What follows belongs to an exercise in optimizing a design on an open flow for small area; a production flow would make more cautious choices. In this exercise RTL edits were held to simulation tests only and were not proved equivalent to the original. Power is estimated from default activity; no workload was simulated.

File: flow/constraint.sdc
create_clock -name core_clock -period 4.0 [get_ports {clk}]
set_input_delay 0.8000 -clock core_clock [delete_from_list [all_inputs] [get_ports {clk}]]
set_output_delay 0.8000 -clock core_clock [all_outputs]
set_load 0.01 [all_outputs]
File: flow/config.mk
export PLATFORM = sky130hd
export DESIGN_NAME = cal_fp
export DESIGN_NICKNAME = cal_fp
export VERILOG_FILES = /design/flow/design.v
export SDC_FILE = /design/flow/constraint.sdc
export NUM_CORES = 4
export LEC_CHECK = 0
export CAP_MARGIN = 20
export CORE_MARGIN = 2
export CORE_UTILIZATION = 40
export SLEW_MARGIN = 20
File: flow/run.sh
#!/bin/bash
# synth_recipe.tcl (not shown) runs the flow's synth.tcl, then flattens the netlist and writes it again
# the make line also repeats each setting of config.mk as NAME=value (left out here)
make -C /OpenROAD-flow-scripts/flow DESIGN_CONFIG=/design/flow/config.mk WORK_HOME=/design/flow/orfs CLKGATE_MAP_FILE= SYNTH_SCRIPT=/design/flow/synth_recipe.tcl finish
File: flow/design.v
module cal_fp(
    input clk,
    input rst,
    output logic [127:0] fp_data,
    output logic                fp_valid,
    input [511:0] din,
    input [127:0] din_valid,
    input  last
);
logic [127:0] hit;
always_comb begin
    hit = '0;
    for (int k = 0; k < 128; k++)
        if (din_valid[k]) hit[16*(k/16) + din[4*k +: 4]] = 1'b1;
end
logic [127:0] s1, s2, s3, s4, s5, acc;
logic [4:0] last_p;
always @(posedge clk) begin
    s1 <= hit;
    s2 <= s1;
    s3 <= s2;
    s4 <= s3;
    s5 <= s4;
    last_p <= {last_p[3:0], last};
    if (rst || last_p[4])
        acc <= '0;
    else
        acc <= acc | s5;
    fp_data <= acc;
    fp_valid <= rst ? 1'b0 : last_p[4];
end
endmodule
==> reports/results.txt, run 1 <==
commonest non-fill, non-tap cells in the layout: 902 x dfxtp_1, 771 x clkdlybuf4s50_1, 567 x o22ai_1, 440 x nor3_1, 281 x nor2_1
share of layout cells above drive strength 1: 5.84%
gpl congestion: 1.11
Detail Route Antenna Nets: 0
average cell area after synthesis: 8.86 µm²
adder-cell share of the synthesized area: 1.71%
fin crit period: 3240 ps
end point of the critical path: s1[5]
Setup crit end kind: register
Non-Filler Instances: 6679
Nets: 5989
Synth Area in Compound Gates: 18.9%
clock buffer depth: 3
fin area: 52200 µm²
Via density: 6.72
row count: 115
setup_tns: 0 ps
VDD IR max: 0.398 mV
final HPWL from detailed placement: 172000 µm
port bufs: 771
post-synthesis simple-gate area fraction: 31.4%
Reg clk slew, reported paths: 70 ps
Min-Delay Path Class: reg2reg
filler instances: 8954
cell count after synthesis: 4458
fin util: 53.2%
DR WL/cell: 32.3 µm
Pleak: 18.4 nW
FF-to-FF End: acc[62]
power per cell area: 448 nW/µm²
vias in the first global route: 42749
H-tree depth: 3
die area: 101000 µm²
synth unique cells: 78
Via Count: 44871
core area: 98100 µm²
initial drt markers: 7123
DRC: 0
min-delay src: s3[55]
status: finished clean
Top FF cell, synth: dfxtp_1
largest net degree at the start of global routing: 76
Resized cells post-CTS: 0
area post-placement: 49000 µm²
EDFF count, synth: 0
proportion of synthesized area in mux cells: 0%
Clock Sink Count: 902
crit path max fanout: 8
first-pass GRT wire length: 304000 µm
Fmax: 0.308 GHz
WHS: 282 ps
clk_skew: 65.7 ps
R2R setup slack: 2650 ps
worst setup path class: in2reg
Die Wd: 318 µm
CP startpoint: din[5]
most common cell after layout, fill and taps aside: dfxtp_1
Slew HR: 12.3%
worst-margin pin slew: 1300 ps
post-synthesis sequential area ratio: 45.7%
CP required: 4640 ps
# IOs: 772
max cap viols: 0
initial core utilization: 40.2%
total global-route track usage: 40.5%
largest family of logic cells by synthesized area: simple AND/OR/NAND/NOR gates
final wirelength: 216000 µm
Die H: 318 µm
ys async rst share: 0%
Hold Vio Cnt, Final: 0
CTS tree: built
synthesized area: 39500 µm²
reg-to-reg startpoint: last_p[4]
area added between synthesis and finish: 32.1%
antenna violations before repair: 41
worst skew pair latency: 700 ps
Post-Synth XOR/XNOR Area: 0.510%
hold buffer count at CTS: 0
final setup vio count: 0
Ys Warns: 1
RSZ-0062 raised after global routing: false
Root Driver: clkbuf_16
Post-Place Cells: 6490
#FFs+latches synth: 902
Post-CTS Setup Inserts: 0
R2R depth: 3
Startpoint Class: primary input
crit path DAT: 3890 ps
Period Utilization, post-route: 81.1%
Inserted Clock Buffers: 87
Slew Viols, Final: 0
1st-pass router iterations: 7
grt ovf: 0
syn_nets: 5155
[metal layers]
layer	routed length (µm)	vias to the layer above	global-route usage, %	part of all wire, %
li1	-	19005	-	-
met1	80900	21121	49.8	38
met2	94800	3762	63.9	44
met3	25200	961	11.2	12
met4	14600	22	23.0	6.8
met5	148	-	0	0.069
[flip-flops by register name, indices dropped and copies added (netlist names), 5 cells and up]
register	count
acc	128
fp_data	128
s1	128
s2	128
s3	128
s4	128
s5	128
last_p	5
[critical path: stages]
cell and delay, ps:
clkdlybuf4s50_1 530, inv_1 160, ha_1 340, xor2_1 680, nand3_1 310, nor3_1 550
a2111oi_0 150, buf_4 170, o2111a_1 130, nand3_1 60
[synth_stat cells, types with 7 or more instances]
master	count	area share, %
or3_1	20	0.32
buf_1	7	0.067
inv_1	97	0.92
clkbuf_1	74	0.70
xnor2_1	13	0.29
nor2b_1	54	0.86
ha_1	54	1.7
o32ai_1	67	1.5
a21oi_1	37	0.47
a31oi_1	20	0.32
or3b_2	78	1.7
o311ai_0	9	0.20
o31ai_1	7	0.13
o21a_1	129	2.5
xor2_1	10	0.22
nor4_1	179	2.8
nor2_1	282	2.7
a22oi_1	25	0.48
a32o_1	7	0.18
nand2_1	257	2.4
nor3b_1	32	0.61
dfxtp_1	902	46
or2_2	12	0.19
and3_1	20	0.32
nand3b_1	197	3.7
a211oi_1	16	0.30
nand3_1	231	2.9
nand2b_1	261	4.1
nor4b_1	11	0.24
a2111oi_0	40	0.89
o22ai_1	567	9.0
nand4_1	92	1.5
or4_1	13	0.25
a32oi_1	26	0.58
o211ai_1	16	0.30
nor3_1	440	5.6
o221ai_1	11	0.24
and3b_1	8	0.18
o21ai_0	33	0.42
nand4b_1	10	0.22
o2111ai_1	8	0.18
[layout make-up]
| type | instances | area [µm²] | share of cell area (%) |
|---|---|---|---|
| Multi-Input combinational cell | 3374 | 20700 | 39.8 |
| Sequential cell | 902 | 18100 | 34.6 |
| Timing Repair Buffer | 830 | 8190 | 15.7 |
| Clock buffer | 108 | 2350 | 4.50 |
| Tap cell | 1287 | 1610 | 3.09 |
| Clock inverter | 52 | 783 | 1.50 |
| Inverter | 97 | 364 | 0.698 |
| Antenna cell | 29 | 72.6 | 0.139 |
[through the flow]
| stage | worst slack (ps) | power (mW) |
|---|---|---|
| 6_report | 757 | 23.4 |
| 5_1_grt | 745 | 24.0 |
| 4_1_cts | 956 | 23.3 |
| 3_5_place_dp | 208 | 14.5 |
| 3_3_place_gp | 256 | 14.5 |
| 2_1_floorplan | 1090 | 12.2 |
[kinds of logic (layout without fill, tap and decap cells)]
kind of cell               Yosys count  count (layout)
xor gates and xnor gates            23              23
other                                0              29
buffers and inverters              182            1087
adders and majority gates           54              54
AOI/OAI and AO/OA                 1070            1070
and+or+nand+nor                   2227            2227
DFF                                902             902
[power breakdown]
group / switching [mW] / total [mW] / internal [mW]
Clock: 3.81 / 8.82 / 5.01
Sequential: 0.454 / 10.8 / 10.3
Combinational: 2.30 / 3.79 / 1.49
[worst min path at each step]
stage / end / slack [ps] / cells past startpoint
finish: s4[55] / 280 / 0
global route: s3[117] / 290 / 0
CTS: s3[117] / 300 / 0
detailed placement: s3[64] / 310 / 0
global placement: s5[56] / 310 / 0
floorplan: last_p[1] / 310 / 0
==> inputs of run 2 (changes only) <==
==> flow/design.v (replaced) <==
module cal_fp(
    input clk,
    input rst,
    output logic [127:0] fp_data,
    output logic                fp_valid,
    input [511:0] din,
    input [127:0] din_valid,
    input  last
);
logic [3:0] lo [128];
logic [3:0] hi [128];
logic [127:0] hit;
always_comb begin
    for (int k = 0; k < 128; k++)
        for (int a = 0; a < 4; a++) begin
            lo[k][a] = din[4*k +: 2] == a;
            hi[k][a] = din_valid[k] && din[4*k+2 +: 2] == a;
        end
    for (int b = 0; b < 8; b++)
        for (int c = 0; c < 4; c++)
            for (int a = 0; a < 4; a++) begin
                hit[16*b + 4*c + a] = 1'b0;
                for (int j = 0; j < 16; j++)
                    hit[16*b + 4*c + a] = hit[16*b + 4*c + a] | (lo[16*b+j][a] & hi[16*b+j][c]);
            end
end
logic [127:0] bank0, bank1, bank2;
logic [2:0] wp;           
logic [2:0] rp;           
logic first;              
logic [4:0] v_p;          
logic [4:0] n_p;          
wire [2:0] cur = first ? {wp[1:0], wp[2]} : wp;
wire [2:0] we = last ? 3'b000 : cur;
wire [2:0] ow = first ? we : 3'b000;
wire [2:0] rs = n_p[4] ? rp : 3'b000;
always @(posedge clk) begin
    bank0 <= (bank0 & {128{~ow[0]}}) | (hit & {128{we[0]}});
    bank1 <= (bank1 & {128{~ow[1]}}) | (hit & {128{we[1]}});
    bank2 <= (bank2 & {128{~ow[2]}}) | (hit & {128{we[2]}});
    fp_data <= (bank0 & {128{rs[0]}}) | (bank1 & {128{rs[1]}}) | (bank2 & {128{rs[2]}});
    if (rst) begin
        wp <= 3'b100;
        rp <= 3'b001;
        first <= 1'b1;
        v_p <= '0;
        n_p <= '0;
        fp_valid <= 1'b0;
    end else begin
        if (!last) wp <= cur;
        if (n_p[4]) rp <= {rp[1:0], rp[2]};
        first <= last;
        v_p <= {v_p[3:0], last};
        n_p <= {n_p[3:0], last & ~first};
        fp_valid <= v_p[4];
    end
end
endmodule
==> run 2 against run 1 <==
Total power fell by 29%. Wire length fell by 29%. Still clean on timing, DRC and antenna. Global-route usage fell by 6.7 points. Combinational power rose by 6.1%. Clock skew fell by 36 ps. Clock power fell by about 40%. Sequential power fell by 33%. First-iteration DRC count fell by 43%. Sequential share of layout area fell by 10 points.
==> reports/results.txt, run 2 <==
Die Wd: 291 µm (-8.4%)
Sw Ratio: 29.2% (+1.1 points)
gpl congestion: 1.12 (+0.58%)
vias in the first global route: 37204 (-13%)
clock buffer depth: 3 (unchanged)
worst setup path class: reg2out
final setup vio count: 0 (unchanged)
grt ovf: 0 (unchanged)
H-tree depth: 2 (-1)
sw power: 4.82 mW (-27%)
most frequent cell after synthesis: o22ai_1
setup_tns: 0 ps (unchanged)
cell count after synthesis: 4301 (-3.5%)
final HPWL from detailed placement: 118000 µm (-32%)
EDFF count, synth: 0 (unchanged)
clk_skew: 30.1 ps (-35.6 ps)
Ys Warns: 3 (+2)
filler instances: 7948 (-11%)
Nets: 5659 (-5.5%)
status: finished clean
antenna violations before repair: 14 (-66%)
area added between synthesis and finish: 32.3%
DR WL/cell: 24.8 µm (-23%)
Clock Sink Count: 530 (-41%)
Via Count: 39934 (-11%)
Die H: 291 µm (-8.4%)
share of layout cells above drive strength 1: 2.98% (-2.9 points)
post-synthesis sequential area ratio: 32.1% (-14 points)
top cells by count, synth: 768 x o22ai_1, 530 x dfxtp_1, 488 x nor3_1, 415 x nand2_1, 388 x nor2_1
Seq pwr share: 43.7% (-2.3 points)
Buf/Inv on CP: 1 (-2)
CP peak stage delay: 600 ps (-80 ps)
Combinational Power Share: 24.3% (+8.1 points)
power per cell area: 378 nW/µm² (-16%)
# IOs: 772 (unchanged)
hold buffer count at CTS: 0 (unchanged)
Fmax: 0.403 GHz (+31%)
Reg clk slew, reported paths: 60 ps (about the same)
Period Utilization, post-route: 62.0% (-19 points)
synthesized area: 33000 µm² (-16%)
Crit path max-delay family: buffers and inverters
1st-pass router iterations: 6 (-1)
DRC: 0 (unchanged)
synth unique cells: 32 (-59%)
RSZ-0062 raised after global routing: false
worst skew pair latency: 600 ps (-100 ps)
Min-Delay Path Class: reg2reg
Post-CTS Setup Inserts: 0 (unchanged)
first-pass GRT wire length: 228000 µm (-25%)
setup slack at placement: 979 ps (+771 ps)
CP required: 3200 ps (-1440 ps)
Tot Pwr: 16.5 mW (-29%)
Via density: 6.50 (-3.2%)
worst path cell trace: clkdlybuf4s50_1
initial core utilization: 40.3% (+0.062 points)
setup slack after layout: 1520 ps (+764 ps)
crit path max fanout: 1 (-7)
Slew Viols, Final: 0 (unchanged)
Synth top area share: 32.1% (-14 points)
Slew HR: 35.0% (+23 points)
Startpoint Class: register
Int Pwr: 11.7 mW (-30%)
core area: 82000 µm² (-16%)
total global-route track usage: 33.9% (-6.7 points)
max cap viols: 0 (unchanged)
Hold Vio Cnt, Final: 0 (unchanged)
initial drt markers: 4058 (-43%)
final wirelength: 152000 µm (-29%)
port bufs: 771 (unchanged)
fin crit period: 2480 ps (-764 ps)
cell at the slowest stage of the critical path: clkdlybuf4s50_1
CTS tree: built
die area: 84900 µm² (-16%)
VDD IR max: 0.320 mV (-19%)
commonest non-fill, non-tap cells in the layout: 771 x clkdlybuf4s50_1, 768 x o22ai_1, 530 x dfxtp_1, 488 x nor3_1, 412 x nand2_1
Detail Route Antenna Nets: 0 (unchanged)
R2R setup slack: 1980 ps (-670 ps)
most common cell after layout, fill and taps aside: clkdlybuf4s50_1
largest net degree at the start of global routing: 73 (-3.9%)
Pleak: 15.2 nW (-18%)
syn_nets: 4944 (-4.1%)
crit path DAT: 1680 ps (-2210 ps)
average cell area after synthesis: 7.68 µm² (-13%)
Clk pwr share: 32.0% (-5.7 points)
#FFs+latches synth: 530 (-41%)
Resized cells post-CTS: 0 (unchanged)
synth top area cells: dfxtp_1 32%, o22ai_1 15%, a22o_1 9.5%
Setup crit end kind: output port
fin util: 53.3% (+0.14 points)
Top FF cell, synth: dfxtp_1
ys async rst share: 0% (unchanged)
Yosys top cell by area: dfxtp_1
Root Driver: clkbuf_16
Inserted Clock Buffers: 52 (-40%)
row count: 105 (-8.7%)
worst-margin pin slew: 975 ps (-329 ps)
run 2: cell type report:
cell class / count / area (µm²) / area share (%)
clock buffer: 76 / 1550 / 3.55
tap: 1070 / 1340 / 3.06
multi-input combinational: 3642 / 21900 / 50.1
antenna: 12 / 30.0 / 0.0687
timing repair buffer: 789 / 7950 / 18.2
clock inverter: 21 / 332 / 0.759
inverter: 1 / 3.75 / 0.00859
sequential: 530 / 10600 / 24.3
run 2: per-stage QoR:
step	instances	hold slack, ps	instance area [µm²]
after floorplan	4301	414	33000
after global placement	6032	416	41800
after detailed placement	6032	424	41800
after CTS	6129	423	43700
after global routing	6141	443	43700
final	6141	424	43700
run 2: worst paths after layout:
path | cells past startpoint | startpoint | to
max | 1 | fp_data[77] | fp_data[77]
min | 2 | bank0[81] | fp_data[81]
max reg2reg | 4 | first | bank2[45]
min reg2reg | 2 | bank0[81] | fp_data[81]
run 2: kinds of logic (layout without fill, tap and decap cells):
family	count (synthesis)	after routing	share of synthesized area, %
muxes	3	3	0.0909
buffers and inverters	129	887	1.84
other	0	12	0
AOI/OAI and AO/OA	1290	1290	27.7
and+or+nand+nor	2349	2349	38.3
DFF	530	530	32.1
run 2: per-layer routing:
metal	vias up	global-route usage, %	share of wire [%]
li1	18535	-	-
met1	18723	43.9	40
met2	2286	55.0	46
met3	388	5.05	8.4
met4	2	16.7	5.6
met5	-	0	0.0059
run 2: worst register-to-register path: stages (launching register included):
cell     delay (ps)
dfxtp_1         440
and2b_1         320
nand2_4         450
buf_4           420
a22o_1          270
run 2: power by group through the flow:
stage	logic (mW)	registers [mW]	clock network, mW
2_1_floorplan	2.25	7.12	0
3_3_place_gp	3.88	7.27	0
3_5_place_dp	3.94	7.27	0
4_1_cts	3.95	7.19	5.36
5_1_grt	4.31	7.35	5.57
6_report	4.02	7.21	5.28
==> inputs of run 3 (changes only) <==
==> flow/flow/run.sh (new file) <==
#!/bin/bash
# The standard layout, with two changes to how it is made: ports are buffered
# with the smallest buffer (buf_1) instead of the one buffer_ports picks, and
# clock tree synthesis inserts no dummy loads.
set -euo pipefail
export BUFFER_PORTS_ARGS="-buffer_cell sky130_fd_sc_hd__buf_1"
export CTS_ARGS="-sink_clustering_enable -repair_clock_nets -dont_use_dummy_load"
bash standard.sh > standard.log 2>&1
==> flow/standard.sh (new file) <==
#!/bin/bash
# synth_recipe.tcl (not shown) runs the flow's synth.tcl, then flattens the netlist and writes it again
# the make line also repeats each setting of config.mk as NAME=value (left out here)
make -C /OpenROAD-flow-scripts/flow DESIGN_CONFIG=/design/flow/config.mk WORK_HOME=/design/flow/orfs CLKGATE_MAP_FILE= SYNTH_SCRIPT=/design/flow/synth_recipe.tcl "${@:-finish}"
removed: flow/run.sh
==> run 3 against run 2 <==
Critical path type is now in2reg. Combinational power shrank 11%. Maximum frequency is 11% higher. Wire length decreased by 2.6%. Cell count shrank 0.64%. Sequential cell count unchanged. Non-clock buffer count shrank 1. Count of clock-buffer cells in the layout decreased by 24. Clock skew is 5.2 ps higher. Synthesized cell count unchanged.
==> reports/results.txt, run 3 <==
synth top area cells: dfxtp_1 32%, o22ai_1 15%, a22o_1 9.5%
crit path max fanout: 4 (+3)
# IOs: 772 (unchanged)
setup slack at placement: 1170 ps (+195 ps)
Setup crit end kind: register
status: finished clean
end point of the critical path: bank1[12]
Post-Place Cells: 6031 (-0.017%)
initial core utilization: 40.3% (unchanged)
DRC: 0 (unchanged)
die area: 84900 µm² (unchanged)
largest family of logic cells by synthesized area: simple AND/OR/NAND/NOR gates
fin crit period: 2240 ps (-242 ps)
Post-CTS Setup Inserts: 0 (unchanged)
cell at the slowest stage of the critical path: nor4_1
synthesized area: 33000 µm² (unchanged)
WHS: 418 ps (-5.81 ps)
filler instances: 8550 (+7.6%)
Clock Sink Count: 530 (unchanged)
Ys Warns: 3 (unchanged)
grt ovf: 0 (unchanged)
antenna violations before repair: 19 (+5)
share of layout cells above drive strength 1: 2.27% (-0.71 points)
Tot Pwr: 14.9 mW (-9.7%)
hold buffer count at CTS: 0 (unchanged)
post-synthesis sequential area ratio: 32.1% (unchanged)
EDFF count, synth: 0 (unchanged)
area added between synthesis and finish: 15.9%
fin util: 46.7% (-6.6 points)
proportion of synthesized area in mux cells: 0.0909% (unchanged)
H-tree depth: 2 (unchanged)
Detail Route Antenna Nets: 0 (unchanged)
Pleak: 12.8 nW (-15%)
clock buffer depth: 3 (unchanged)
CP peak stage delay: 790 ps (+190 ps)
post-synthesis simple-gate area fraction: 38.3% (unchanged)
port bufs: 771 (unchanged)
final wirelength: 148000 µm (-2.6%)
adder-cell share of the synthesized area: 0% (unchanged)
worst setup path class: in2reg
max cap viols: 0 (unchanged)
#FFs+latches synth: 530 (unchanged)
Inserted Clock Buffers: 52 (unchanged)
top cells by count, synth: 768 x o22ai_1, 530 x dfxtp_1, 488 x nor3_1, 415 x nand2_1, 388 x nor2_1
Root Driver: clkbuf_16
Top FF cell, synth: dfxtp_1
DR WL/cell: 24.3 µm (-2.0%)
setup_tns: 0 ps (unchanged)
final setup vio count: 0 (unchanged)
setup slack after layout: 1760 ps (+242 ps)
Reg clk slew, reported paths: 60 ps (about the same)
fin area: 38300 µm² (-12%)
1st-pass router iterations: 12 (+6)
Nets: 5658 (-0.018%)
R2R depth: 4 (unchanged)
area post-placement: 36900 µm² (-12%)
worst path cell trace: buf_1, nand3_1, nor3_1, nor4_1, nand4_1, a22o_1
Resized cells post-CTS: 0 (unchanged)
core area: 82000 µm² (unchanged)
synth unique cells: 32 (unchanged)
CP required: 4480 ps (+1280 ps)
Post-Synth XOR/XNOR Area: 0% (unchanged)
clk_skew: 35.3 ps (+5.19 ps)
power per cell area: 389 nW/µm² (+3.1%)
FF-to-FF End: bank1[43]
initial drt markers: 3993 (-1.6%)
Non-Filler Instances: 6102 (-0.64%)
most common cell after layout, fill and taps aside: buf_1
CP startpoint: din[54]
Synth top area share: 32.1% (unchanged)
worst skew pair latency: 590 ps (about the same)
Hold Vio Cnt, Final: 0 (unchanged)
crit path DAT: 2720 ps (+1040 ps)
Via density: 6.51 (+0.17%)
syn_nets: 4944 (unchanged)
worst-margin pin slew: 1020 ps (+41.9 ps)
Period Utilization, post-route: 55.9% (-6.0 points)
Min-Delay Path Class: reg2reg
Slew HR: 32.2% (-2.8 points)
Via Count: 39749 (-0.46%)
Startpoint Class: primary input
row count: 105 (unchanged)
vias in the first global route: 36506 (-1.9%)
VDD IR max: 0.297 mV (-7.4%)
first-pass GRT wire length: 220000 µm (-3.4%)
final HPWL from detailed placement: 115000 µm (-2.5%)
cell count after synthesis: 4301 (unchanged)
total global-route track usage: 32.7% (-1.2 points)
Slew Viols, Final: 0 (unchanged)
Die H: 291 µm (unchanged)
Die Wd: 291 µm (unchanged)
largest net degree at the start of global routing: 97 (+33%)
CTS tree: built
most frequent cell after synthesis: o22ai_1
Fmax: 0.447 GHz (+11%)
RSZ-0062 raised after global routing: false
Synth Area in Compound Gates: 27.7% (unchanged)
Yosys top cell by area: dfxtp_1
R2R setup slack: 1930 ps (-50 ps)
gpl congestion: 1.07 (-4.1%)
reg-to-reg startpoint: first
ys async rst share: 0% (unchanged)
average cell area after synthesis: 7.68 µm² (unchanged)
commonest non-fill, non-tap cells in the layout: 771 x buf_1, 768 x o22ai_1, 530 x dfxtp_1, 488 x nor3_1, 412 x nand2_1
## run 3: cell count changes in the layout (fill, tap and decap cells not counted), sizes merged
cell	previous run	this run
clkbuf	76	52
diode	12	19
bufinv	7	0
clkinvlp	2	0
clkinv	11	0
clkdlybuf4s50	771	0
inv	2	1
buf	18	788
## run 3: area by class of cell
type	instances	area, µm²	area share (%)
multi-input combinational	3642	21900	57.1
sequential	530	10600	27.7
timing repair buffer	788	3120	8.15
tap	1070	1340	3.50
clock buffer	52	1300	3.40
antenna	19	47.5	0.124
inverter	1	3.75	0.00980
## run 3: critical path, delay by kind of cell
family          cells  cell delay [ps]
compound gates      1              310
simple gates        4             1470
buf+inv             1              130
## run 3: logic make-up (layout without fill, tap and decap cells)
family / after synthesis / after routing
mux: 3 / 3
buf+inv: 129 / 841
other cells: 0 / 19
simple gates: 2349 / 2349
flops: 530 / 530
compound gates: 1290 / 1290
## run 3: power by group
part | total, mW | internal, mW | switching (mW) | leakage (nW)
Clock | 4.13 | 2.27 | 1.86 | 0.641
Combinational | 3.57 | 1.55 | 2.02 | 7.80
Sequential | 7.22 | 6.55 | 0.663 | 4.40
Total | 14.9 | 10.4 | 4.54 | 12.8
## run 3: routing by layer
| layer | GRT usage (%) | part of all wire [%] | wire (µm) |
|---|---|---|---|
| met1 | 42.7 | 40 | 59900 |
| met4 | 17.3 | 5.8 | 8570 |
| met3 | 4.87 | 8.9 | 13200 |
| met2 | 52.1 | 45 | 66700 |
| met5 | 0 | 0.0081 | 12 |
## run 3: how the worst min path moves through the flow
stage | startpoint | end | slack [ps] | depth (start not counted)
2_1_floorplan | v_p[4] | fp_valid | 410 | 1
3_3_place_gp | v_p[2] | v_p[3] | 420 | 1
3_5_place_dp | n_p[2] | n_p[3] | 430 | 1
4_1_cts | bank0[22] | fp_data[22] | 410 | 2
5_1_grt | bank0[73] | fp_data[73] | 450 | 2
6_report | bank0[22] | fp_data[22] | 420 | 2
==> inputs of run 4 (changes only) <==
==> flow/flow/run.sh (replaced) <==
#!/bin/bash
# The standard layout, with changes to how it is made: ports are buffered with
# the smallest buffer (buf_1) instead of the one buffer_ports picks, and clock
# tree synthesis builds the tree from clkbuf_4/clkbuf_8 and inserts no dummy
# loads.
set -euo pipefail
export BUFFER_PORTS_ARGS="-buffer_cell sky130_fd_sc_hd__buf_1"
export CTS_ARGS="-sink_clustering_enable -repair_clock_nets -dont_use_dummy_load -buf_list {sky130_fd_sc_hd__clkbuf_4 sky130_fd_sc_hd__clkbuf_8}"
bash standard.sh > standard.log 2>&1
==> run 4 against run 3 <==
Count of clock-buffer cells in the layout is 34 higher. Synthesized area stayed put. Sequential cell count unchanged. Critical path type unchanged. Maximum frequency increased by 2.7%. Non-clock buffer count stayed put. Register-to-register slack hardly changed. Worst hold slack lost 35 ps. Still clean on timing, DRC and antenna. Core utilization fell by 0.14 points. Die area did not move. Sequential power barely moved. Wire length rose by 0.14%. Sequential share of layout area up 0.084 points.
==> reports/results.txt, run 4 <==
filler instances: 8579 (+0.34%)
first-pass GRT wire length: 220000 µm (+0.30%)
Period Utilization, post-route: 54.5% (-1.5 points)
VDD IR max: 0.227 mV (-23%)
synth top area cells: dfxtp_1 32%, o22ai_1 15%, a22o_1 9.5%
syn_nets: 4944 (unchanged)
worst skew pair latency: 670 ps (+80 ps)
Post-Place Cells: 6031 (unchanged)
clk_skew: 65.2 ps (+29.9 ps)
final HPWL from detailed placement: 115000 µm (unchanged)
Slew HR: 31.9% (-0.30 points)
Via Count: 40074 (+0.82%)
Resized cells post-CTS: 0 (unchanged)
CP required: 4540 ps (+60 ps)
initial drt markers: 3948 (-1.1%)
initial core utilization: 40.3% (unchanged)
core area: 82000 µm² (unchanged)
Clock Sink Count: 530 (unchanged)
EDFF count, synth: 0 (unchanged)
Pleak: 12.8 nW (-0.18%)
hold buffer count at CTS: 0 (unchanged)
final setup vio count: 0 (unchanged)
#FFs+latches synth: 530 (unchanged)
setup_tns: 0 ps (unchanged)
final wirelength: 149000 µm (+0.14%)
fin util: 46.6% (-0.14 points)
vias in the first global route: 36777 (+0.74%)
Via density: 6.53 (+0.24%)
DRC: 0 (unchanged)
Yosys top cell by area: dfxtp_1
Fmax: 0.459 GHz (+2.7%)
Top FF cell, synth: dfxtp_1
area post-placement: 36900 µm² (unchanged)
Min-Delay Path Class: reg2reg
area added between synthesis and finish: 15.6%
Post-CTS Setup Inserts: 0 (unchanged)
Startpoint Class: primary input
worst-margin pin slew: 1020 ps (+4.46 ps)
cell count after synthesis: 4301 (unchanged)
most common cell after layout, fill and taps aside: buf_1
worst setup path class: in2reg
share of layout cells above drive strength 1: 2.93% (+0.66 points)
Die H: 291 µm (unchanged)
1st-pass router iterations: 10 (-2)
row count: 105 (unchanged)
max cap viols: 0 (unchanged)
Detail Route Antenna Nets: 0 (unchanged)
DR WL/cell: 24.2 µm (-0.43%)
Hold Vio Cnt, Final: 0 (unchanged)
status: finished clean
total global-route track usage: 32.9% (+0.16 points)
Ys Warns: 3 (unchanged)
crit path DAT: 2710 ps (about the same)
clock buffer depth: 3 (unchanged)
gpl congestion: 1.07 (unchanged)
H-tree depth: 3 (+1)
ys async rst share: 0% (unchanged)
port bufs: 771 (unchanged)
die area: 84900 µm² (unchanged)
antenna violations before repair: 20 (+1)
# IOs: 772 (unchanged)
Setup crit end kind: register
Reg clk slew, reported paths: 60 ps (about the same)
post-synthesis sequential area ratio: 32.1% (unchanged)
Inserted Clock Buffers: 86 (+65%)
largest net degree at the start of global routing: 97 (unchanged)
synthesized area: 33000 µm² (unchanged)
fin crit period: 2180 ps (-58.3 ps)
synth unique cells: 32 (unchanged)
CTS tree: built
crit path max fanout: 4 (unchanged)
Root Driver: clkbuf_8
most frequent cell after synthesis: o22ai_1
area of the multi-input gates: 21900 µm² (unchanged)
Synth top area share: 32.1% (unchanged)
fin area: 38200 µm² (-0.30%)
top cells by count, synth: 768 x o22ai_1, 530 x dfxtp_1, 488 x nor3_1, 415 x nand2_1, 388 x nor2_1
grt ovf: 0 (unchanged)
FF/Latch Area: 10600 µm² (unchanged)
Non-Filler Instances: 6137 (+0.57%)
Slew Viols, Final: 0 (unchanged)
power per cell area: 381 nW/µm² (-2.2%)
Nets: 5692 (+0.60%)
RSZ-0062 raised after global routing: false
average cell area after synthesis: 7.68 µm² (unchanged)
commonest non-fill, non-tap cells in the layout: 771 x buf_1, 768 x o22ai_1, 530 x dfxtp_1, 488 x nor3_1, 412 x nand2_1
Die Wd: 291 µm (unchanged)
[run 4: kinds of logic after synthesis]
| family | share of synthesized area [%] |
|---|---|
| simple gates | 38.3 |
| compound gates | 27.7 |
| buf+inv | 1.84 |
| flops | 32.1 |
| mux | 0.0909 |
[run 4: final timing paths]
| path | from | endpoint | cells after the start | slack [ps] |
|---|---|---|---|---|
| setup / recovery | din[54] | bank1[12] | 6 | 1820 |
| hold / removal | bank0[32] | fp_data[32] | 2 | 380 |
| setup reg to reg | first | bank1[86] | 4 | 1940 |
| hold reg to reg | bank0[32] | fp_data[32] | 2 | 380 |
[run 4: worst max-delay path: stages]
cell and delay (ps):
buf_1 130, nand3_1 220, nor3_1 70, nor4_1 780, nand4_1 400, a22o_1 310
[run 4: routing by layer]
metal,track usage (%),vias to the layer above,wire length (µm)
met4,18.4,2,8880
met3,4.96,415,13000
li1,-,18557,-
met1,42.7,18783,60100
met2,52.1,2317,66600
met5,0,-,12
[run 4: through the flow]
| stage | setup slack (ps) | power, mW | hold WS (ps) |
|---|---|---|---|
| 2_1_floorplan | 2200 | 9.37 | 414 |
| 3_3_place_gp | 1220 | 10.7 | 420 |
| 3_5_place_dp | 1170 | 10.8 | 425 |
| 4_1_cts | 1850 | 14.6 | 385 |
| 5_1_grt | 1700 | 15.3 | 406 |
| 6_report | 1820 | 14.5 | 383 |
[run 4: cell type report]
type / count / share of cell area, %
diodes: 20 / 0.131
clock buffers: 86 / 3.10
inverters: 1 / 0.00983
multi-input cells: 3642 / 57.3
flip-flops and latches: 530 / 27.8
well taps: 1070 / 3.51
repair buffers: 788 / 8.18
[run 4: report_power, final]
part / total (mW) / leakage [nW] / switching, mW / internal [mW]
Sequential: 7.22 / 4.40 / 0.663 / 6.56
Clock: 3.75 / 0.618 / 1.86 / 1.89
Combinational: 3.57 / 7.80 / 2.02 / 1.55
Total: 14.5 / 12.8 / 4.55 / 9.99
==> inputs of run 5 (changes only) <==
==> flow/flow/run.sh (replaced) <==
#!/bin/bash
# The standard layout, with changes to how it is made:
# - after the standard synthesis, every combinational cell is swapped to the
#   drive-1 cell of the same function (flow/downsize.tcl); the later repair
#   steps upsize where timing, slew or capacitance need it;
# - ports are buffered with the smallest buffer (buf_1) instead of the one
#   buffer_ports picks;
# - clock tree synthesis clusters up to 15 flip-flops within 50 um under each
#   clkbuf_8 and inserts no dummy loads.
set -euo pipefail
export BUFFER_PORTS_ARGS="-buffer_cell sky130_fd_sc_hd__buf_1"
export CTS_ARGS="-sink_clustering_enable -sink_clustering_size 15 -sink_clustering_max_diameter 50 -repair_clock_nets -dont_use_dummy_load -buf_list {sky130_fd_sc_hd__clkbuf_8}"
bash standard.sh synth > standard_synth.log 2>&1
DS_ODB=orfs/results/$FLOW_PLATFORM/cal_fp/base/1_synth.odb \
  openroad -no_init -exit flow/downsize.tcl > downsize.log 2>&1
bash standard.sh > standard.log 2>&1
==> flow/flow/downsize.tcl (new file) <==
# Swap every combinational cell to the drive-1 cell of the same function
# (registers and clock cells are left alone); later repair steps upsize
# where timing or slew needs it.
set f $::env(DS_ODB)
read_db $f
set db [ord::get_db]
set block [ord::get_db_block]
set n 0
set before 0.0
set after 0.0
foreach inst [$block getInsts] {
  set master [$inst getMaster]
  set m [$master getName]
  if {[regexp {^(sky130_fd_sc_hd__([a-z0-9]+))_([0-9]+)$} $m -> base fn drive]} {
    if {$drive > 1 && ![regexp {^(df|sdf|edf|sedf|dl|sdl|clk|conb|tap|fill|decap|diode|lpflow|probe)} $fn]} {
      set new [$db findMaster ${base}_1]
      if {$new != "NULL"} {
        set a0 [expr {[$master getWidth] * [$master getHeight]}]
        set a1 [expr {[$new getWidth] * [$new getHeight]}]
        if {$a1 < $a0} {
          $inst swapMaster $new
          incr n
          set before [expr {$before + $a0 / 1e6}]
          set after [expr {$after + $a1 / 1e6}]
        }
      }
    }
  }
}
puts "downsize: swapped $n instances, area $before -> $after um2"
write_db $f
==> run 5 against run 4 <==
Still clean. Synthesized area fell by 0.75%. Final area shrank 1.4%. Via count decreased by 0.34%. Global-route usage is 0.94 points higher. Sequential cell count did not move. Sequential power about the same. Synthesized cell count unchanged. Worst setup slack hardly changed. Sequential share of layout area rose by 0.38 points. Die area fell by 0.74%. Cell count decreased by 0.49%. First-iteration DRC count up 8.5%. Critical path type unchanged. Critical endpoint is now bank0[120]. Highest routed layer unchanged.
==> reports/results.txt, run 5 <==
Min-Delay Path Class: reg2reg
most frequent cell after synthesis: o22ai_1
Int Pwr: 9.24 mW (-7.6%)
grt ovf: 0 (unchanged)
final HPWL from detailed placement: 120000 µm (+4.0%)
clock buffer depth: 3 (unchanged)
ys async rst share: 0% (unchanged)
setup slack after layout: 1820 ps (-0.450 ps)
syn_nets: 4944 (unchanged)
final setup vio count: 0 (unchanged)
end point of the critical path: bank0[120]
core area: 80800 µm² (-1.4%)
Crit path max-delay family: simple AND/OR/NAND/NOR gates
Top FF cell, synth: dfxtp_1
average cell area after synthesis: 7.62 µm² (-0.75%)
#FFs+latches synth: 530 (unchanged)
area added between synthesis and finish: 14.9%
synth unique cells: 32 (unchanged)
final wirelength: 152000 µm (+2.6%)
Fmax: 0.459 GHz (about the same)
Root Driver: clkbuf_8
total global-route track usage: 33.8% (+0.94 points)
row count: 104 (-0.95%)
Inserted Clock Buffers: 52 (-40%)
Buf/Inv on CP: 1 (unchanged)
Clock Sink Count: 530 (unchanged)
CP peak stage delay: 550 ps (-230 ps)
Combinational Power Share: 26.2% (+1.7 points)
Yosys top cell by area: dfxtp_1
Via density: 6.54 (+0.15%)
commonest non-fill, non-tap cells in the layout: 771 x buf_1, 768 x o22ai_1, 530 x dfxtp_1, 502 x nor3_1, 412 x nand2_1
R2R setup slack: 1980 ps (+40 ps)
setup slack at placement: 1230 ps (+53.0 ps)
post-synthesis sequential area ratio: 32.1% (unchanged)
worst skew pair latency: 640 ps (-30 ps)
# IOs: 772 (unchanged)
Period Utilization, post-route: 54.5% (about the same)
Die H: 290 µm (-0.37%)
Tot Pwr: 13.6 mW (-6.2%)
EDFF count, synth: 0 (unchanged)
DRC: 0 (unchanged)
hold buffer count at CTS: 0 (unchanged)
sw power: 4.40 mW (-3.2%)
Clk pwr share: 21.0% (-4.8 points)
vias in the first global route: 36319 (-1.2%)
synth top area cells: dfxtp_1 32%, o22ai_1 15%, a22o_1 9.5%
Sw Ratio: 32.3% (+1.0 points)
initial drt markers: 4282 (+8.5%)
CP startpoint: din[482]
Nets: 5663 (-0.51%)
Setup crit end kind: register
status: finished clean
WHS: 410 ps (+26.8 ps)
Ys Warns: 3 (unchanged)
fin crit period: 2180 ps (+0.450 ps)
Reg clk slew, reported paths: 90 ps (+30 ps)
cell count after synthesis: 4301 (unchanged)
crit path max fanout: 4 (unchanged)
VDD IR max: 0.219 mV (-3.8%)
gpl congestion: 1.05 (-2.5%)
CTS tree: built
DR WL/cell: 24.9 µm (+3.1%)
Detail Route Antenna Nets: 0 (unchanged)
cell at the slowest stage of the critical path: nor4_1
Slew HR: 29.8% (-2.2 points)
Seq pwr share: 52.8% (+3.1 points)
Resized cells post-CTS: 0 (unchanged)
worst path cell trace: buf_1, nand3b_1, nor3_1, nor4_1, nand4_1, a22o_1
CP required: 4510 ps (-30 ps)
port bufs: 771 (unchanged)
die area: 84300 µm² (-0.74%)
FF-to-FF End: fp_data[68]
top cells by count, synth: 768 x o22ai_1, 530 x dfxtp_1, 488 x nor3_1, 415 x nand2_1, 388 x nor2_1
RSZ-0062 raised after global routing: false
initial core utilization: 40.6% (+0.28 points)
Via Count: 39939 (-0.34%)
most common cell after layout, fill and taps aside: buf_1
R2R depth: 4 (unchanged)
largest net degree at the start of global routing: 99 (+2.1%)
worst-margin pin slew: 1040 ps (+22.9 ps)
worst setup path class: in2reg
synthesized area: 32800 µm² (-0.75%)
Slew Viols, Final: 0 (unchanged)
Synth top area share: 32.1% (unchanged)
fin util: 46.6% (about the same)
Die Wd: 290 µm (-0.37%)
clk_skew: 53.9 ps (-11.3 ps)
Startpoint Class: primary input
antenna violations before repair: 37 (+85%)
1st-pass router iterations: 8 (-2)
Yosys Chip Area: 33000 µm²
reg-to-reg startpoint: n_p[4]
max cap viols: 0 (unchanged)
share of layout cells above drive strength 1: 1.81% (-1.1 points)
power per cell area: 362 nW/µm² (-4.9%)
setup_tns: 0 ps (unchanged)
Post-CTS Setup Inserts: 0 (unchanged)
first-pass GRT wire length: 224000 µm (+1.6%)
critical path depth: 6 (unchanged)
Pleak: 12.6 nW (-2.0%)
Hold Vio Cnt, Final: 0 (unchanged)
crit path DAT: 2690 ps (-20 ps)
H-tree depth: 2 (-1)
-- run 5: kinds of logic after synthesis --
kind of cell / synth area share [%]
compound gates: 27.7
buf+inv: 1.84
flops: 32.1
mux: 0.0909
simple gates: 38.3
-- run 5: worst min-delay path by stage --
stage / startpoint / to / slack (ps) / depth (start not counted)
floorplan: v_p[4] / fp_valid / 410 / 1
global placement: n_p[1] / n_p[2] / 420 / 1
detailed placement: v_p[2] / v_p[3] / 420 / 1
CTS: bank0[43] / fp_data[43] / 410 / 2
global route: bank0[43] / fp_data[43] / 420 / 2
finish: bank0[72] / fp_data[72] / 410 / 2
-- run 5: layout make-up --
class	instances	area [µm²]
fillers	8405	43100
multi-input cells	3642	21800
flip-flops and latches	530	10600
repair buffers	793	3170
well taps	1060	1330
clock buffers	52	716
diodes	29	72.6
inverters	1	3.75
-- run 5: stage by stage --
stage	instances	area [µm²]
2_1_floorplan	4301	32800
6_report	6107	37700
3_3_place_gp	6026	36900
5_1_grt	6101	37600
4_1_cts	6078	37600
3_5_place_dp	6026	36900
-- run 5: power groups by stage --
stage,registers (mW),logic [mW],clock network (mW)
after global routing,7.34,3.86,3.14
after CTS,7.18,3.50,2.95
after floorplan,7.12,2.21,0
after detailed placement,7.28,3.50,0
after global placement,7.28,3.43,0
final,7.20,3.57,2.87
-- run 5: layer usage --
layer	vias up	wire length [µm]	track usage [%]
met5	-	111	0
met4	16	6940	15.2
met3	356	14500	6.60
met2	2271	68100	53.2
met1	18761	62600	44.8
li1	18535	-	-
-- run 5: worst reg2reg max path, stage by stage, from the launching register on --
cell     delay (ps)
dfxtp_1         390
and2_4          760
buf_12          430
a22oi_1         210
nand2_1         170
==> inputs of run 6 (changes only) <==
==> flow/design.v (replaced) <==
module cal_fp(
    input clk,
    input rst,
    output logic [127:0] fp_data,
    output logic                fp_valid,
    input [511:0] din,
    input [127:0] din_valid,
    input  last
);
logic [3:0] nlo [128];
logic [3:0] nhi [128];
logic [127:0] nhit0, nhit1;    
logic [127:0] bank0, bank1, bank2;
logic [127:0] bank0_d, bank1_d, bank2_d, fp_d;
logic [2:0] wp;           
logic [2:0] rp;           
logic first;              
logic [4:0] v_p;          
logic [4:0] n_p;          
wire [2:0] cur = first ? {wp[1:0], wp[2]} : wp;
wire [2:0] we = last ? 3'b000 : cur;            
wire [2:0] keep = first ? ~we : 3'b111;         
wire [2:0] rs = n_p[4] ? rp : 3'b000;           
genvar gk, gb, gv, gh, gj;
generate
    for (gk = 0; gk < 128; gk++) begin : lane
        fp_lane u (.d(din[4*gk +: 4]), .v(din_valid[gk]), .nlo(nlo[gk]), .nhi(nhi[gk]));
    end
    for (gb = 0; gb < 8; gb++) begin : bucket
        for (gv = 0; gv < 16; gv++) begin : value
            for (gh = 0; gh < 2; gh++) begin : half
                logic [7:0] l, h;
                for (gj = 0; gj < 8; gj++) begin : input_j
                    assign l[gj] = nlo[16*gb + 8*gh + gj][gv % 4];
                    assign h[gj] = nhi[16*gb + 8*gh + gj][gv / 4];
                end
                if (gh == 0)
                    fp_half u (.nlo(l), .nhi(h), .nhit(nhit0[16*gb + gv]));
                else
                    fp_half u (.nlo(l), .nhi(h), .nhit(nhit1[16*gb + gv]));
            end
        end
    end
    for (gk = 0; gk < 128; gk++) begin : slice
        fp_slice u (
            .nhit0(nhit0[gk]), .nhit1(nhit1[gk]),
            .bank0(bank0[gk]), .bank1(bank1[gk]), .bank2(bank2[gk]),
            .we(we), .keep(keep), .rs(rs),
            .bank0_d(bank0_d[gk]), .bank1_d(bank1_d[gk]), .bank2_d(bank2_d[gk]), .fp_d(fp_d[gk])
        );
    end
endgenerate
always @(posedge clk) begin
    bank0 <= bank0_d;
    bank1 <= bank1_d;
    bank2 <= bank2_d;
    fp_data <= fp_d;
    if (rst) begin
        wp <= 3'b100;
        rp <= 3'b001;
        first <= 1'b1;
        v_p <= '0;
        n_p <= '0;
        fp_valid <= 1'b0;
    end else begin
        if (!last) wp <= cur;
        if (n_p[4]) rp <= {rp[1:0], rp[2]};
        first <= last;
        v_p <= {v_p[3:0], last};
        n_p <= {n_p[3:0], last & ~first};
        fp_valid <= v_p[4];
    end
end
endmodule
module fp_lane(
    input [3:0] d,
    input v,
    output logic [3:0] nlo,
    output logic [3:0] nhi
);
assign nlo[0] = d[1] | d[0];
assign nlo[1] = d[1] | ~d[0];
assign nlo[2] = ~d[1] | d[0];
assign nlo[3] = ~d[1] | ~d[0];
assign nhi[0] = ~v | d[3] | d[2];
assign nhi[1] = ~v | d[3] | ~d[2];
assign nhi[2] = ~v | ~d[3] | d[2];
assign nhi[3] = ~v | ~d[3] | ~d[2];
endmodule
module fp_half(
    input [7:0] nlo,
    input [7:0] nhi,
    output logic nhit
);
assign nhit = ~|(~nlo & ~nhi);
endmodule
module fp_slice(
    input nhit0,
    input nhit1,
    input bank0,
    input bank1,
    input bank2,
    input [2:0] we,
    input [2:0] keep,
    input [2:0] rs,
    output logic bank0_d,
    output logic bank1_d,
    output logic bank2_d,
    output logic fp_d
);
wire hit = ~(nhit0 & nhit1);
assign bank0_d = (bank0 & keep[0]) | (hit & we[0]);
assign bank1_d = (bank1 & keep[1]) | (hit & we[1]);
assign bank2_d = (bank2 & keep[2]) | (hit & we[2]);
assign fp_d = (bank0 & rs[0]) | (bank1 & rs[1]) | (bank2 & rs[2]);
endmodule
--- a/flow/config.mk
+++ b/flow/config.mk
@@ -9,3 +9,4 @@
 export CORE_MARGIN = 2
 export CORE_UTILIZATION = 40
 export SLEW_MARGIN = 20
+export SYNTH_HIERARCHICAL = 1
==> run 6 against run 5 <==
Count of clock-buffer cells in the layout grew 5. Largest power group unchanged. Critical endpoint is now bank0[45]. Sequential cell count is the same. Final area shrank 3.1%. Still clean on timing, DRC and antenna. Combinational power is essentially flat.
==> reports/results.txt, run 6 <==
Reg clk slew, reported paths: 90 ps (about the same)
largest net degree at the start of global routing: 129 (+30%)
Detail Route Antenna Nets: 0 (unchanged)
average cell area after synthesis: 8.52 µm² (+12%)
Ys Warns: 9 (+6)
cell count after synthesis: 3643 (-15%)
Inserted Clock Buffers: 57 (+9.6%)
DRC: 0 (unchanged)
H-tree depth: 2 (unchanged)
crit path max fanout: 4 (unchanged)
DR WL/cell: 25.0 µm (+0.29%)
Period Utilization, post-route: 56.2% (+1.8 points)
WHS: 411 ps (+1.05 ps)
vias in the first global route: 33737 (-7.1%)
CTS tree: built
worst setup path class: in2reg
syn_nets: 4286 (-13%)
Root Driver: clkbuf_8
synthesized area: 31100 µm² (-5.3%)
setup slack after layout: 1750 ps (-70.1 ps)
worst path cell trace: buf_1, nand2b_1, o22ai_1, nor4_1, nand2_1, a22o_1
Via density: 6.67 (+2.0%)
CP required: 4530 ps (+20 ps)
Tot Pwr: 13.8 mW (+1.3%)
core area: 77200 µm² (-4.4%)
area added between synthesis and finish: 17.5%
gpl congestion: 1.00 (-4.3%)
Die Wd: 283 µm (-2.7%)
Die H: 283 µm (-2.7%)
Post-CTS Setup Inserts: 0 (unchanged)
initial core utilization: 40.2% (-0.36 points)
1st-pass router iterations: 8 (unchanged)
FF/Latch Area: 10600 µm² (unchanged)
setup slack at placement: 1300 ps (+71.8 ps)
cell at the slowest stage of the critical path: nor4_1
Hold Vio Cnt, Final: 0 (unchanged)
Via Count: 37094 (-7.1%)
# IOs: 772 (unchanged)
Fmax: 0.445 GHz (-3.1%)
RSZ-0062 raised after global routing: false
status: finished clean
first-pass GRT wire length: 200000 µm (-11%)
die area: 79900 µm² (-5.2%)
Startpoint Class: primary input
Resized cells post-CTS: 0 (unchanged)
worst skew pair latency: 660 ps (+20 ps)
most common cell after layout, fill and taps aside: o22ai_1
VDD IR max: 0.251 mV (+15%)
Nets: 5141 (-9.2%)
clk_skew: 68.8 ps (+14.9 ps)
Slew Viols, Final: 0 (unchanged)
max cap viols: 0 (unchanged)
port bufs: 771 (unchanged)
commonest non-fill, non-tap cells in the layout: 1024 x o22ai_1, 771 x buf_1, 530 x dfxtp_1, 384 x a22o_1, 258 x nand2b_1
clock buffer depth: 3 (unchanged)
crit path DAT: 2780 ps (+90 ps)
hold buffer count at CTS: 0 (unchanged)
power per cell area: 379 nW/µm² (+4.5%)
final setup vio count: 0 (unchanged)
Pleak: 12.8 nW (+2.2%)
Slew HR: 30.4% (+0.68 points)
fin crit period: 2250 ps (+70.1 ps)
final wirelength: 139000 µm (-8.6%)
Crit path max-delay family: simple AND/OR/NAND/NOR gates
row count: 102 (-1.9%)
area of the multi-input gates: 20000 µm² (-8.1%)
antenna violations before repair: 53 (+43%)
final HPWL from detailed placement: 108000 µm (-9.4%)
Setup crit end kind: register
Clock Sink Count: 530 (unchanged)
filler instances: 7827 (-6.9%)
Buf/Inv on CP: 1 (unchanged)
setup_tns: 0 ps (unchanged)
total global-route track usage: 32.2% (-1.7 points)
CP peak stage delay: 890 ps (+340 ps)
Min-Delay Path Class: reg2reg
grt ovf: 0 (unchanged)
worst-margin pin slew: 1030 ps (-10.1 ps)
initial drt markers: 3993 (-6.7%)
share of layout cells above drive strength 1: 4.89% (+3.1 points)
run 6: cell count changes in the layout (fill, tap and decap cells not counted), moves of 23 or more:
cell      before   now
o21ai_1       24     1
or2_2          6   128
nand4_1      118     0
a22oi_1      128     0
nor3_1       502     0
a22o_1       360   384
nand2_1      412   256
nor4_1       126   256
o22ai_1      768  1024
inv_1          1   131
nor2_1       385     2
a222oi_1       0   128
run 6: final cells by class:
type | instances | area share, %
multi-input combinational | 2980 | 54.8
sequential | 530 | 29.1
timing repair buffer | 798 | 8.90
tap | 1040 | 3.57
clock buffer | 57 | 2.15
inverter | 131 | 1.35
antenna | 27 | 0.185
run 6: routing by layer:
metal  up-vias  GRT usage [%]  routed length [µm]
li1      17073              -                   -
met1     17530           41.2               56200
met2      2056           50.9               62700
met3       383           7.49               13300
met4        52           15.4                6600
met5         -              0                 313
run 6: metrics by stage:
stage,instance area (µm²),std cells,util [%]
final,36500,5563,47.3
after CTS,36400,5536,47.2
after global placement,35600,5479,46.2
after detailed placement,35600,5479,46.2
after global routing,36500,5554,47.2
after floorplan,31100,3643,-
run 6: path summary, 6_finish.rpt:
| kind | from | end | slack, ps | cells past startpoint |
|---|---|---|---|---|
| worst max-delay path | din[165] | bank0[45] | 1750 | 6 |
| worst min-delay path | bank2[4] | fp_data[4] | 410 | 2 |
| worst max register to register | first | bank1[13] | 1900 | 4 |
| worst min register to register | bank2[4] | fp_data[4] | 410 | 2 |
run 6: report_power, final:
group | internal [mW] | total [mW] | switching, mW
Clock | 1.26 | 3.01 | 1.76
Combinational | 1.71 | 3.57 | 1.86
Sequential | 6.56 | 7.23 | 0.676
Total | 9.53 | 13.8 | 4.29
run 6: worst reg2reg max path: cells and delay by family, from the launching register on:
kind	cells	cell delay, ps
AND/OR/NAND/NOR	2	670
buffers and inverters	1	250
flip-flops	1	510
AO/OA/AOI/OAI	1	530
==> inputs of run 7 (changes only) <==
--- a/flow/design.v
+++ b/flow/design.v
@@ -82,10 +82,19 @@
 assign nlo[1] = d[1] | ~d[0];
 assign nlo[2] = ~d[1] | d[0];
 assign nlo[3] = ~d[1] | ~d[0];
-assign nhi[0] = ~v | d[3] | d[2];
-assign nhi[1] = ~v | d[3] | ~d[2];
-assign nhi[2] = ~v | ~d[3] | d[2];
-assign nhi[3] = ~v | ~d[3] | ~d[2];
+wire [3:2] dn;
+fp_not u2 (.a(d[2]), .y(dn[2]));
+fp_not u3 (.a(d[3]), .y(dn[3]));
+assign nhi[0] = ~(v & dn[3] & dn[2]);
+assign nhi[1] = ~(v & dn[3] & d[2]);
+assign nhi[2] = ~(v & d[3] & dn[2]);
+assign nhi[3] = ~(v & d[3] & d[2]);
+endmodule
+module fp_not(
+    input a,
+    output logic y
+);
+assign y = ~a;
 endmodule
 module fp_half(
     input [7:0] nlo,
==> run 7 against run 6 <==
Largest cell class unchanged. Final area down 1.0%. Cell count grew 4.2%. Sequential share of layout area rose by 0.30 points. Combinational power about the same.
==> reports/results.txt, run 7 <==
port bufs: 771 (unchanged)
Slew Viols, Final: 0 (unchanged)
status: finished clean
Buf/Inv on CP: 1 (unchanged)
gpl congestion: 1.05 (+4.6%)
DR WL/cell: 24.3 µm (-2.9%)
cell count after synthesis: 3899 (+7.0%)
core area: 76200 µm² (-1.3%)
reg-to-reg startpoint: n_p[4]
Setup crit end kind: output port
Inserted Clock Buffers: 53 (-7.0%)
Root Driver: clkbuf_8
initial drt markers: 4200 (+5.2%)
crit path max fanout: 1 (-3)
H-tree depth: 2 (unchanged)
Crit path max-delay family: flip-flops
final setup vio count: 0 (unchanged)
clk_skew: 63.9 ps (-4.94 ps)
end point of the critical path: fp_data[126]
VDD IR max: 0.206 mV (-18%)
R2R depth: 4 (unchanged)
Slew HR: 39.1% (+8.7 points)
Die H: 282 µm (-0.25%)
Hold Vio Cnt, Final: 0 (unchanged)
Ys Warns: 9 (unchanged)
initial core utilization: 40.5% (+0.32 points)
Via Count: 37704 (+1.6%)
worst skew pair latency: 670 ps (about the same)
worst path cell trace: buf_1
CP startpoint: fp_data[126]
Pleak: 13.7 nW (+6.9%)
WHS: 440 ps (+29.0 ps)
most common cell after layout, fill and taps aside: o22ai_1
Min-Delay Path Class: reg2reg
row count: 101 (-0.98%)
critical path depth: 1 (-5)
area added between synthesis and finish: 16.9%
# IOs: 772 (unchanged)
die area: 79500 µm² (-0.51%)
Reg clk slew, reported paths: 90 ps (about the same)
commonest non-fill, non-tap cells in the layout: 1024 x o22ai_1, 771 x buf_1, 530 x dfxtp_1, 512 x nand3_1, 387 x inv_1
DRC: 0 (unchanged)
power per cell area: 380 nW/µm² (+0.36%)
share of layout cells above drive strength 1: 1.58% (-3.3 points)
max cap viols: 0 (unchanged)
final wirelength: 141000 µm (+1.1%)
first-pass GRT wire length: 204000 µm (+2.1%)
average cell area after synthesis: 7.92 µm² (-7.0%)
synthesized area: 30900 µm² (-0.52%)
Detail Route Antenna Nets: 0 (unchanged)
antenna violations before repair: 47 (-11%)
CP required: 3200 ps (-1330 ps)
CTS tree: built
R2R setup slack: 1850 ps (-50 ps)
WHS Path Cells: 1 (-1)
fin crit period: 2240 ps (-6.61 ps)
Nets: 5380 (+4.6%)
Period Utilization, post-route: 56.1% (-0.17 points)
final HPWL from detailed placement: 109000 µm (+0.72%)
worst-margin pin slew: 905 ps (-129 ps)
grt ovf: 0 (unchanged)
Startpoint Class: register
syn_nets: 4542 (+6.0%)
RSZ-0062 raised after global routing: false
Resized cells post-CTS: 0 (unchanged)
total global-route track usage: 33.0% (+0.81 points)
cell at the slowest stage of the critical path: dfxtp_1
Clock Sink Count: 530 (unchanged)
hold buffer count at CTS: 0 (unchanged)
Die Wd: 282 µm (-0.25%)
Post-CTS Setup Inserts: 0 (unchanged)
CP peak stage delay: 490 ps (-400 ps)
FF-to-FF End: fp_data[67]
setup_tns: 0 ps (unchanged)
worst setup path class: reg2out
crit path DAT: 1440 ps (-1340 ps)
vias in the first global route: 34371 (+1.9%)
Fmax: 0.446 GHz (+0.29%)
largest net degree at the start of global routing: 130 (+0.78%)
1st-pass router iterations: 9 (+1)
clock buffer depth: 3 (unchanged)
Via density: 6.51 (-2.4%)
-- run 7: per-stage QoR --
step	setup slack (ps)	area, µm²	util (%)	instances	total power, mW
2_1_floorplan	176	30900	-	3899	9.55
3_3_place_gp	1380	35300	46.3	5712	10.8
3_5_place_dp	1420	35300	46.3	5712	10.8
4_1_cts	1730	36000	47.3	5765	13.7
5_1_grt	1740	36100	47.4	5785	14.4
6_report	1760	36100	47.4	5795	13.7
-- run 7: worst min-delay path by stage --
| stage | start | endpoint | slack (ps) |
|---|---|---|---|
| final | v_p[0] | v_p[1] | 440 |
| after global routing | n_p[0] | n_p[1] | 460 |
| after CTS | v_p[0] | v_p[1] | 440 |
| after detailed placement | v_p[0] | v_p[1] | 420 |
| after global placement | v_p[0] | v_p[1] | 410 |
| after floorplan | n_p[3] | n_p[4] | 410 |
-- run 7: area by class of cell --
cell class,instances,area (µm²)
Antenna cell,30,75.1
Clock buffer,53,729
Fill cell,7924,40100
Inverter,387,1450
Multi-Input combinational cell,2980,18900
Sequential cell,530,10600
Tap cell,1030,1290
Timing Repair Buffer,785,3100
-- run 7: per-layer routing --
layer / vias up / global-route usage, % / routed length [µm]
met1: 17588 / 42.2 / 56600
li1: 17524 / - / -
met4: 34 / 16.9 / 7190
met5: - / 0 / 216
met3: 408 / 7.50 / 13600
met2: 2150 / 51.8 / 63100
-- run 7: where the power goes --
group          internal, mW  switching, mW
logic                  1.66           1.91
clock network          1.17           1.76
registers              6.55          0.677
total                  9.38           4.34
==> inputs of run 8 (changes only) <==
--- a/flow/config.mk
+++ b/flow/config.mk
@@ -7,6 +7,6 @@
 export LEC_CHECK = 0
 export CAP_MARGIN = 20
 export CORE_MARGIN = 2
-export CORE_UTILIZATION = 40
+export CORE_UTILIZATION = 55
 export SLEW_MARGIN = 20
 export SYNTH_HIERARCHICAL = 1
==> run 8 against run 7 <==
Still clean on timing, DRC and antenna. Die area is 27% lower. Clock skew shrank 7.0 ps. Sequential share of layout area rose by 0.36 points. Critical path depth is 6 higher. Cell count fell by 4.9%. Highest routed layer unchanged.
==> reports/results.txt, run 8 <==
status: finished clean
Slew Viols, Final: 0 (unchanged)
Root Driver: clkbuf_8
worst skew pair latency: 630 ps (-40 ps)
WHS: 431 ps (-8.70 ps)
Pleak: 13.7 nW (-0.28%)
core area: 55300 µm² (-27%)
setup_tns: 0 ps (unchanged)
CTS tree: built
final wirelength: 132000 µm (-6.4%)
R2R setup slack: 1720 ps (-130 ps)
share of layout cells above drive strength 1: 1.52% (-0.062 points)
setup slack at placement: 1290 ps (-128 ps)
initial drt markers: 5588 (+33%)
sw power: 4.29 mW (-1.3%)
Int Pwr: 9.24 mW (-1.6%)
R2R depth: 4 (unchanged)
# IOs: 772 (unchanged)
crit path DAT: 2790 ps (+1350 ps)
filler instances: 5084 (-36%)
VDD IR max: 0.273 mV (+32%)
commonest non-fill, non-tap cells in the layout: 1024 x o22ai_1, 771 x buf_1, 530 x dfxtp_1, 512 x nand3_1, 387 x inv_1
final HPWL from detailed placement: 102000 µm (-6.3%)
Setup crit end kind: register
Inserted Clock Buffers: 46 (-13%)
Die Wd: 241 µm (-15%)
antenna violations before repair: 44 (-6.4%)
row count: 86 (-15%)
syn_nets: 4542 (unchanged)
setup slack after layout: 1710 ps (-49.2 ps)
CP required: 4500 ps (+1300 ps)
Die H: 241 µm (-15%)
area added between synthesis and finish: 15.5%
grt ovf: 0 (unchanged)
Clock Sink Count: 530 (unchanged)
DRC: 0 (unchanged)
gpl congestion: 1.05 (-0.17%)
total global-route track usage: 42.4% (+9.5 points)
vias in the first global route: 35150 (+2.3%)
Hold Vio Cnt, Final: 0 (unchanged)
H-tree depth: 2 (unchanged)
port bufs: 771 (unchanged)
1st-pass router iterations: 11 (+2)
Post-CTS Setup Inserts: 0 (unchanged)
Detail Route Antenna Nets: 0 (unchanged)
end point of the critical path: bank1[66]
Slew HR: 23.2% (-16 points)
first-pass GRT wire length: 194000 µm (-4.8%)
cell count after synthesis: 3899 (unchanged)
Min-Delay Path Class: reg2reg
final setup vio count: 0 (unchanged)
Reg clk slew, reported paths: 90 ps (about the same)
Startpoint Class: primary input
Fmax: 0.436 GHz (-2.1%)
crit path max fanout: 4 (+3)
die area: 58100 µm² (-27%)
largest net degree at the start of global routing: 129 (-0.77%)
Ys Warns: 9 (unchanged)
Tot Pwr: 13.5 mW (-1.5%)
Resized cells post-CTS: 0 (unchanged)
Nets: 5377 (-0.056%)
reg-to-reg startpoint: n_p[4]
CP startpoint: din[283]
FF-to-FF End: fp_data[88]
average cell area after synthesis: 7.92 µm² (unchanged)
Combinational Power Share: 26.5% (+0.5 points)
fin util: 64.5% (+17 points)
DR WL/cell: 23.9 µm (-1.6%)
Sw Ratio: 31.7% (+0.066 points)
fin crit period: 2290 ps (+49.2 ps)
Seq pwr share: 53.8% (+1.1 points)
worst-margin pin slew: 1140 ps (+237 ps)
hold buffer count at CTS: 0 (unchanged)
synthesized area: 30900 µm² (unchanged)
RSZ-0062 raised after global routing: false
Via Count: 38682 (+2.6%)
max cap viols: 0 (unchanged)
clock buffer depth: 3 (unchanged)
power per cell area: 379 nW/µm² (-0.26%)
Clk pwr share: 19.8% (-1.5 points)
Via density: 7.02 (+7.8%)
Period Utilization, post-route: 57.3% (+1.2 points)
worst setup path class: in2reg
initial core utilization: 55.9% (+15 points)
most common cell after layout, fill and taps aside: o22ai_1
clk_skew: 56.9 ps (-6.98 ps)
[run 8: layer usage]
layer	wire, µm	vias to the layer above	GRT usage, %
met2	58200	2821	66.4
li1	-	17559	-
met3	15500	556	11.2
met4	8240	30	25.4
met5	174	-	0
met1	49600	17716	52.3
[run 8: power groups by stage]
stage	clock [mW]	sequential (mW)	combinational (mW)
floorplan	0	7.14	2.42
global placement	0	7.30	3.35
detailed placement	0	7.34	3.47
CTS	2.70	7.24	3.48
global route	2.89	7.40	3.84
finish	2.67	7.27	3.58
[run 8: per-stage QoR]
stage                     std cells  area, µm²
final                          5513      35700
after global routing           5500      35700
after CTS                      5480      35600
after detailed placement       5434      35000
after global placement         5434      35000
after floorplan                3899      30900
[run 8: layout make-up]
type / instances / area, µm² / share of cell area [%]
diodes: 33 / 82.6 / 0.231
well taps: 748 / 936 / 2.62
multi-input cells: 2980 / 18900 / 52.9
clock buffers: 46 / 633 / 1.77
repair buffers: 789 / 3100 / 8.70
flip-flops and latches: 530 / 10600 / 29.7
inverters: 387 / 1450 / 4.07
[run 8: worst max-delay path, cell delays in order]
cell and delay [ps]:
buf_1 150, inv_1 70, nand3_1 170, o22ai_1 120, nor4_1 980, nand2_1 240, a22o_1 250
[run 8: worst min-delay path by stage]
stage / from / end / slack [ps] / cells after the start
after global routing: v_p[4] / fp_valid / 460 / 1
final: v_p[3] / v_p[4] / 430 / 1
after CTS: v_p[3] / v_p[4] / 430 / 1
after detailed placement: v_p[3] / v_p[4] / 420 / 1
after global placement: n_p[3] / n_p[4] / 420 / 1
after floorplan: n_p[3] / n_p[4] / 410 / 1

==> static timing again, ports no longer ideal <==
How much do the figures lean on ideal ports? The routed layouts below were timed once more, with nothing changed but the port constraints. Step 1, drivers: a clkbuf_16 drives clk and a buf_2 each remaining input, both assumed. Step 2 adds t to the input delays and takes it off the output delays; t is the mean of the earliest and latest rising clock arrival at the registers after step 1. Input paths then give back, and output paths get back, about the clock's delay inside the block. Slacks: ideal ports / drivers / drivers and shift; pairs: ideal ports / drivers.
run | t, ns | slack for setup (ns) | hold WS [ns] | slew at the worst register clock pin (ns) | worst slew at a driven data input, ns
run 1 | 0.744 | 0.757 / 0.700 / -0.044 | 0.282 / 0.282 / 0.282 | 0.08 / 0.08 | 0.19
run 2 | 0.653 | 1.521 / 1.455 / 0.833 | 0.424 / 0.424 / 0.424 | 0.07 / 0.07 | 0.15
run 3 | 0.641 | 1.763 / 1.745 / 1.104 | 0.418 / 0.418 / 0.418 | 0.07 / 0.07 | 0.15
run 4 | 0.693 | 1.821 / 1.780 / 1.087 | 0.383 / 0.383 / 0.383 | 0.07 / 0.07 | 0.15
run 5 | 0.680 | 1.821 / 1.804 / 1.124 | 0.410 / 0.410 / 0.410 | 0.10 / 0.10 | 0.18
run 6 | 0.693 | 1.751 / 1.745 / 1.065 | 0.411 / 0.411 / 0.411 | 0.10 / 0.10 | 0.21
run 7 | 0.702 | 1.757 / 1.698 / 1.266 | 0.440 / 0.440 / 0.440 | 0.10 / 0.10 | 0.22
run 8 | 0.667 | 1.708 / 1.722 / 1.069 | 0.431 / 0.431 / 0.431 | 0.10 / 0.10 | 0.18
With both steps, setup timing fails in run 1, where it was met with ideal ports. For run 1, which loses most, drivers alone change the setup slack by -0.057 ns; drivers and shift together by -0.801 ns.
